What follows belongs to an exercise in optimizing a design on an open flow for small area; a production flow would make more cautious choices. The RTL was checked by simulation tests, not by an equivalence proof against the original design. Power is estimated from default activity; no workload was simulated.

==> flow/design.v (excerpt) <==
module clock(
    input clk,
    input rst,
    input adjust, up, up_ten,
    input h24, world_clock,
    input usa, england, spain,
    input sw_stopwatch,
    input sw_timer,
    input sw_alarm_set,
    input btn_stp_start,
    input btn_stp_reset,
    input btn_alarm_toggle,
    input btn_alarm_stop,
    output [7:0] seg_data, seg_com, seg7,
    output am, pm,
    output led4, led6, led8,
    output LCD_RS, LCD_RW, LCD_E,
    output [7:0] LCD_DATA,
    output [3:0] rgb_r,
    output piezo_out
    );
clock: 20.0 ns
lec_check: 0
abc_area: 1
cap_margin: 20
core_margin: 2
core_utilization: 65
cts_buf_list: sky130_fd_sc_hd__clkbuf_4 sky130_fd_sc_hd__clkbuf_8
cts_cluster_size: 10
slew_margin: 20
standard.sh (not shown) runs the stock make flow with config.mk's settings and CLKGATE_MAP_FILE= SYNTH_SCRIPT=/design/flow/synth_recipe.tcl, a recipe that flattens the netlist after the stock synthesis.
==> flow/flow/run.sh <==
#!/bin/bash
set -euo pipefail
W=$(pwd)
F="$W/flow"

# ORFS's synth.tcl with the ABC script of the logic mapping replaced
sed 's#log_cmd abc {\*}$abc_args#log_cmd abc {*}[lreplace $abc_args 1 1 $::env(MY_ABC_SCRIPT)]#' \
    "$FLOW_HOME/scripts/synth.tcl" > "$W/synth_mod.tcl"
grep -q MY_ABC_SCRIPT "$W/synth_mod.tcl"
sed "s#source \$::env(SCRIPTS_DIR)/synth.tcl#source $W/synth_mod.tcl#" \
    "$W/synth_recipe.tcl" > "$W/my_synth.tcl"
grep -q synth_mod "$W/my_synth.tcl"
# The standard flow's layout command with that synthesis script
sed "s#SYNTH_SCRIPT=[^ ]*#SYNTH_SCRIPT=$W/my_synth.tcl ADDER_MAP_FILE= 'BUFFER_PORTS_ARGS=-buffer_cell sky130_fd_sc_hd__buf_1'#" \
    "$W/standard.sh" > "$W/my_standard.sh"
grep -q my_synth "$W/my_standard.sh"

export MY_ABC_SCRIPT="$F/area.abc"
bash "$W/my_standard.sh" > "$W/flow_make.log" 2>&1
test -f "$W/out/final.def"
==> flow/flow/area.abc <==
strash
ifraig
&get -n
&deepsyn -T 60
&put
dc2
dch -f
amap
topo
Rerun with:
- CTS_BUF_LIST: sky130_fd_sc_hd__clkbuf_4 sky130_fd_sc_hd__clkbuf_8 -> sky130_fd_sc_hd__clkbuf_8
- CTS_CLUSTER_SIZE: 10 -> default
Die area rose slightly.
Synthesized area rose slightly.
Critical path depth rose by 3.
Sequential share of layout area fell by 0.51 points.
Hold slack is worse by 11 ps.
Final area rose slightly.
Combinational power fell by roughly a tenth.
Clock skew rose by 6.0 ps.
Routed wire length fell slightly.
Clock-buffer cell count fell by 2.
Setup slack is worse by 620 ps.

========
## wip/harbor
clock, a different RTL version from the one above (not shown whole).
For scale: roughly 160 flip-flops.
Settings: LEC_CHECK=0, ABC_AREA=1, CAP_MARGIN=20, CORE_MARGIN=2, CORE_UTILIZATION=65, CTS_BUF_LIST=sky130_fd_sc_hd__clkbuf_4 sky130_fd_sc_hd__clkbuf_8, CTS_CLUSTER_SIZE=10, SLEW_MARGIN=20; clock period 20.0 ns.
==> flow/flow/run.sh <==
#!/bin/bash
set -euo pipefail
W=$(pwd)
F="$W/flow"

# ORFS's synth.tcl with the logic mapping (abc) replaced by my_abc_best
sed 's#log_cmd abc {\*}$abc_args#my_abc_best $abc_args#' \
    "$FLOW_HOME/scripts/synth.tcl" > "$W/synth_mod.tcl"
grep -q my_abc_best "$W/synth_mod.tcl"
sed "s#source \$::env(SCRIPTS_DIR)/synth.tcl#source $F/abc_best.tcl\nsource $W/synth_mod.tcl#" \
    "$W/synth_recipe.tcl" > "$W/my_synth.tcl"
grep -q synth_mod "$W/my_synth.tcl"
# The standard flow's layout command with that synthesis script
sed "s#SYNTH_SCRIPT=[^ ]*#SYNTH_SCRIPT=$W/my_synth.tcl ADDER_MAP_FILE= 'BUFFER_PORTS_ARGS=-buffer_cell sky130_fd_sc_hd__buf_1' 'MIN_BUF_CELL_AND_PORTS=sky130_fd_sc_hd__buf_1 A X'#" \
    "$W/standard.sh" > "$W/my_standard.sh"
grep -q my_synth "$W/my_standard.sh"

# ABC scripts, one per seed
for s in 1 2 3 4 5; do
    sed "s/@SEED@/$s/" "$F/area.abc" > "$W/area_$s.abc"
done
export MY_ABC_DIR="$W"
export MY_ABC_SEEDS="1 2 3 4 5"
bash "$W/my_standard.sh" > "$W/flow_make.log" 2>&1
test -f "$W/out/final.def"
==> flow/flow/abc_best.tcl <==
# Map the logic with ABC once per seed in MY_ABC_SEEDS and keep the smallest.
proc my_abc_best {abc_args} {
  global lib_args
  set best -1
  yosys design -save my_abc_pre
  foreach s $::env(MY_ABC_SEEDS) {
    yosys design -load my_abc_pre
    yosys abc {*}[lreplace $abc_args 1 1 "$::env(MY_ABC_DIR)/area_$s.abc"]
    set f "$::env(REPORTS_DIR)/abc_stat_$s.txt"
    yosys tee -q -o $f stat {*}$lib_args
    set fh [open $f r]
    set txt [read $fh]
    close $fh
    if {![regexp {Chip area for module '[^']*': ([0-9.]+)} $txt -> area]} {
      error "no area in $f"
    }
    puts "abc seed $s: area $area"
    if {$best < 0 || $area < $best} {
      set best $area
      yosys design -save my_abc_best
    }
  }
  yosys design -load my_abc_best
  puts "abc best area $best"
}
==> flow/flow/area.abc <==
strash
ifraig
&get -n
&deepsyn -T 40 -S @SEED@
&put
dc2
dch -f
amap
topo
Changes in wip/willow relative to wip/harbor:
Settings: changing SLEW_MARGIN from 20 to 0; changing CAP_MARGIN from 20 to 0.
diff --git a/flow/flow/run.sh b/flow/flow/run.sh
--- a/flow/flow/run.sh
+++ b/flow/flow/run.sh
@@ -17,8 +17,13 @@
 
-# ABC scripts, one per seed
-for s in 1 2 3 4 5; do
-    sed "s/@SEED@/$s/" "$F/area.abc" > "$W/area_$s.abc"
+# ABC scripts: two variants (area_a.abc, area_b.abc), several seeds each
+RUNS=""
+for v in a b; do
+    for s in 1 2 3 4 5; do
+        [[ $v == b && $s -gt 3 ]] && continue
+        sed "s/@SEED@/$s/" "$F/area_$v.abc" > "$W/area_$v$s.abc"
+        RUNS="$RUNS $v$s"
+    done
 done
 export MY_ABC_DIR="$W"
-export MY_ABC_SEEDS="1 2 3 4 5"
+export MY_ABC_SEEDS="$RUNS"
 bash "$W/my_standard.sh" > "$W/flow_make.log" 2>&1
==> flow/flow/area_a.abc (new file) <==
strash
&get -n
&deepsyn -T 40 -S @SEED@
&put
dch -f
amap
topo
==> flow/flow/area_b.abc (new file) <==
strash
ifraig
&get -n
&deepsyn -T 40 -S @SEED@
&put
dc2
dch -f
amap
topo
removed: flow/flow/area.abc
## What came out
In wip/willow the compound-gate portion of the synthesized area turned out 1.0 points higher than in wip/harbor.
Diff wip/harbor -> wip/willow | cell count after placement | up slightly
When wip/willow is set beside wip/harbor, its critical path depth turns out to be about 5% larger.
wip/willow vs. wip/harbor: number of global-route vias before repair grew by 209; worst slack at placement now smaller; global-route usage went up 1.8 points; total power has increased.
Run comparison: wip/harbor first element of the critical path world_clock; wip/willow first element of the critical path sw_alarm_set
Clock distribution area overhead in the final layout essentially unchanged between wip/willow and wip/harbor.
Wire length after detailed routing: wip/willow > wip/harbor
The inputs of wip/juniper differ from those of wip/willow as listed below.
Settings: changing CAP_MARGIN from 0 to 20; changing SLEW_MARGIN from 0 to 20.
diff --git a/flow/flow/run.sh b/flow/flow/run.sh
--- a/flow/flow/run.sh
+++ b/flow/flow/run.sh
@@ -17,7 +17,9 @@
 
-# ABC scripts: two variants (area_a.abc, area_b.abc), several seeds each
+# ABC scripts: four variants (area_a.abc, area_c.abc, area_d.abc,
+# area_e.abc), several seeds each
 RUNS=""
-for v in a b; do
-    for s in 1 2 3 4 5; do
-        [[ $v == b && $s -gt 3 ]] && continue
+for v in a c d e; do
+    for s in 1 2 3 4; do
+        [[ $v == a && $s -gt 3 ]] && continue
+        [[ $v == d && $s -gt 2 ]] && continue
         sed "s/@SEED@/$s/" "$F/area_$v.abc" > "$W/area_$v$s.abc"
==> flow/flow/area_c.abc (new file) <==
strash
&get -n
&deepsyn -T 40 -S @SEED@
&put
dch -f
amap -A 20 -F 20
topo
==> flow/flow/area_d.abc (new file) <==
strash
&get -n
&deepsyn -T 40 -S @SEED@
&dch -f
&nf -p -R 1000 -F 8 -A 8
&put
topo
==> flow/flow/area_e.abc (new file) <==
strash
&get -n
&deepsyn -T 40 -S @SEED@
&put
dch -f
amap -A 50 -F 50
strash
dch -f
amap -A 50 -F 50
strash
dch -f
amap -A 50 -F 50
strash
dch -f
amap -A 50 -F 50
strash
dch -f
amap -A 50 -F 50
topo
removed: flow/flow/area_b.abc
## What came out
- Compared with wip/willow, wip/juniper improves via count.
- As far as setup TNS goes, wip/juniper and wip/willow are indistinguishable; the numbers are identical.
- Min all-layer global routing usage across wip/willow and wip/juniper: wip/juniper
diff inputs: wip/juniper => wip/fjord
diff --git a/flow/flow/run.sh b/flow/flow/run.sh
--- a/flow/flow/run.sh
+++ b/flow/flow/run.sh
@@ -17,9 +17,7 @@
 
-# ABC scripts: four variants (area_a.abc, area_c.abc, area_d.abc,
-# area_e.abc), several seeds each
+# ABC scripts: two variants (area_a.abc, area_b.abc), several seeds each
 RUNS=""
-for v in a c d e; do
-    for s in 1 2 3 4; do
-        [[ $v == a && $s -gt 3 ]] && continue
-        [[ $v == d && $s -gt 2 ]] && continue
+for v in a b; do
+    for s in 1 2 3 4 5; do
+        [[ $v == b && $s -gt 3 ]] && continue
         sed "s/@SEED@/$s/" "$F/area_$v.abc" > "$W/area_$v$s.abc"
==> flow/flow/area_b.abc (new file) <==
strash
ifraig
&get -n
&deepsyn -T 40 -S @SEED@
&put
dc2
dch -f
amap
topo
removed: flow/flow/area_c.abc
removed: flow/flow/area_d.abc
removed: flow/flow/area_e.abc
Findings:
Diff wip/juniper -> wip/fjord: via count picked up an extra 621; per-cell routed wire length picked up an extra about 8%. Relative to wip/juniper, core utilization increased by 0.57 points in wip/fjord. Diff wip/juniper -> wip/fjord: share of total power in combinational logic down 0.4 points; estimated wirelength of the detail-placed design up 12%; area growth from synthesis to final layout flat; final standard cell area without fillers up about 1.2%. Run comparison: wip/fjord capturing element of the worst setup path seg_data[4]; wip/juniper capturing element of the worst setup path seg_data[3]. Compared to wip/juniper, the routing of wip/fjord uses more wire.

[port drivers added, routing unchanged]
Ports are ideal in the flow. The routed layouts listed here were re-timed in OpenROAD.
Step 1, drivers: a clkbuf_16 drives clk and a buf_2 each remaining input, both assumed.
Step 2, shift: input delay + t, output delay - t, t = (earliest + latest rising clock arrival at the registers) / 2. This alone moves slack from input paths to output paths.
Three values: ideal, step 1, step 2; two values: the first two.
| run | t (ns) | slack for setup (ns) | clock arrival spread, ns | worst register clock-pin slew, ns | worst slew at a driven data input, ns |
|---|---|---|---|---|---|
| the first run of note 1 | 0.504 | 6.937 / 6.911 / 6.911 | 0.012 / 0.012 | 0.10 / 0.10 | 0.04 |
| the second run of note 1 | 0.534 | 6.316 / 6.292 / 6.292 | 0.017 / 0.017 | 0.11 / 0.11 | 0.03 |
| wip/harbor | 0.499 | 7.564 / 7.543 / 7.543 | 0.015 / 0.015 | 0.09 / 0.09 | 0.03 |
| wip/willow | 0.506 | 6.818 / 6.789 / 6.789 | 0.013 / 0.013 | 0.10 / 0.10 | 0.05 |
| wip/juniper | 0.510 | 7.615 / 7.592 / 7.592 | 0.013 / 0.013 | 0.10 / 0.10 | 0.03 |
| wip/fjord | 0.506 | 6.818 / 6.789 / 6.789 | 0.013 / 0.013 | 0.10 / 0.10 | 0.05 |
After both steps every run listed still meets setup and hold.
